From an optimization exercise on the open Yosys and OpenROAD flow, aimed at a short achievable clock period and few clock cycles; shortcuts taken in it are not production practice.
Function was checked by simulation only, so behaviour that the tests miss may differ from the original.

==> flow/design.v (excerpt) <==
module SCCPU(Clock, Resetn, if_PC, imem_data,
             wb_we, wb_rn, wb_data, dm_we, dm_addr, dm_wdata
    );
	input Clock, Resetn;
	input [31:0] imem_data;      
	output [31:0] if_PC;         
	output wb_we;                
	output [4:0] wb_rn;
	output [31:0] wb_data;
	output dm_we;                
	output [4:0] dm_addr;
	output [31:0] dm_wdata;
	reg [31:2] pc;               
	reg [31:0] rf [1:31];
	reg [31:0] dmem [0:31];
	reg        e_valid;
	reg        e_wreg, e_load, e_store, e_br, e_bne, e_pred;
	reg        e_add, e_and, e_or, e_xor, e_srl, e_sll;
	reg        e_fsa, e_foa, e_fsb, e_fob, e_fwa, e_fwb, e_nfa, e_nfb;
	reg        e_f2s, e_f2o, e_f2w, e_f2n;    
	reg [4:0]  e_rd, e_sa;
	reg [31:0] e_a, e_b, e_imm, e_b2;
	reg [31:2] e_alt;
	reg        m_wr, m_load, m_st;
	reg [4:0]  m_rd;
	reg [31:0] m_sum;            
	reg [31:0] m_oth;            
	reg        m_isadd;
	reg [31:0] m_sel;            
	reg [4:0]  m_addr;
	reg [31:0] m_data;
	reg [31:0] w_res;
	reg        o_we;
	reg [4:0]  o_rd;
	reg [31:0] o_data;
	wire [31:0] inst = imem_data;
	wire [5:0] op = inst[31:26];
	wire [5:0] fn = inst[25:20];
	wire [4:0] rs = inst[9:5];
	wire [4:0] rt = inst[4:0];
	wire [4:0] rdf = inst[14:10];
	wire d_rtype0 = (op == 6'b000000);
	wire d_rtype1 = (op == 6'b000001);
	wire d_rtype2 = (op == 6'b000010);
	wire d_add  = d_rtype0 & (fn == 6'b000001);
	wire d_and  = d_rtype1 & (fn == 6'b000001);
	wire d_or   = d_rtype1 & (fn == 6'b000010);
	wire d_xor  = d_rtype1 & (fn == 6'b000100);
	wire d_srl  = d_rtype2 & (fn == 6'b000010);
	wire d_sll  = d_rtype2 & (fn == 6'b000011);
	wire d_addi = (op == 6'b000101);
	wire d_andi = (op == 6'b001001);
	wire d_ori  = (op == 6'b001010);
	wire d_xori = (op == 6'b001100);
	wire d_lw   = (op == 6'b001101);
	wire d_sw   = (op == 6'b001110);
	wire d_beq  = (op == 6'b001111);
  ...
Size: about 2,400 flip-flops, ~140 I/O pins.
==> flow/config.mk <==
export PLATFORM = sky130hd
export DESIGN_NAME = SCCPU
export DESIGN_NICKNAME = SCCPU
export VERILOG_FILES = /design/flow/design.v
export SDC_FILE = /design/flow/constraint.sdc
export NUM_CORES = 4
export LEC_CHECK = 0
export CAP_MARGIN = 30
export CORE_MARGIN = 2
export CORE_UTILIZATION = 50
export SLEW_MARGIN = 20
==> flow/constraint.sdc <==
create_clock -name core_clock -period 9.0 [get_ports {Clock}]
set_input_delay 1.8000 -clock core_clock [delete_from_list [all_inputs] [get_ports {Clock}]]
set_output_delay 1.8000 -clock core_clock [all_outputs]
set_load 0.01 [all_outputs]
standard.sh (not shown) runs the stock make flow with config.mk's settings and CLKGATE_MAP_FILE= SYNTH_SCRIPT=/design/flow/synth_recipe.tcl, a recipe that flattens the netlist after the stock synthesis.
==> flow/flow/run.sh <==
#!/bin/bash
set -euo pipefail
export SETUP_SLACK_MARGIN=5.6
export BUFFER_PORTS_ARGS="-buffer_cell sky130_fd_sc_hd__buf_4"
bash standard.sh MATCH_CELL_FOOTPRINT=0 finish > standard_flow.log 2>&1
The first run ran to the end with no violations.
Testbench counts at the start, summed over its fixed seeds: cycles 32,988.
Rerun with:
==> flow/flow/run.sh (replaced) <==
#!/bin/bash
# The standard layout (standard.sh: ORFS from synthesis to the final DEF) with
# changes to how ORFS optimises, none to the constraints:
#  - the port buffers are buf_4 cells (ORFS otherwise picks clkdlybuf4s50_1,
#    which the footprint-matched resizer cannot swap for a faster buffer),
#  - the resizer may change a cell's footprint when sizing,
#  - setup repair does not clone gates (a clone adds load to its driver after
#    the max-slew/max-cap repair has run).
# Synthesis, floorplan, power grid, CTS, routing and the final DEF are ORFS's.
set -euo pipefail
export SETUP_SLACK_MARGIN=5.6
export SKIP_GATE_CLONING=1
export BUFFER_PORTS_ARGS="-buffer_cell sky130_fd_sc_hd__buf_4"
bash standard.sh MATCH_CELL_FOOTPRINT=0 finish > standard_flow.log 2>&1
CAP_MARGIN = 35   (was 30)
CORE_UTILIZATION = 40   (was 50)
SLEW_MARGIN = 30   (was 20)
Effect:
- design area stays flat
- synthesized area stays the same
- setup slack degrades by 0.076 ns
- final cell count increases by 5.9%

## separate check: timing with driven ports
How much do the figures lean on ideal ports? The routed layouts below were timed once more, with nothing changed but the port constraints.
Step 1, drivers: a clkbuf_16 drives Clock and a buf_2 each remaining input, both assumed.
Step 2 moves the port delays by t, midway between the first and last clock arrival at a register: inputs arrive t later, outputs are due t later. That takes back most of the time a late clock gives input paths.
a / b / c = ideal ports / drivers / drivers and shift; a / b = the first two.
run	shift t [ns]	setup slack, ns	worst setup path at the end
the first run	1.031	5.335 / 5.335 / 4.357	input to register
the second run	0.960	5.259 / 5.259 / 4.464	input to register
After both steps setup and hold are still met in every run listed. The setup slack of the first run, which loses most, moves by 0.000 ns with the drivers and by -0.978 ns with both steps.
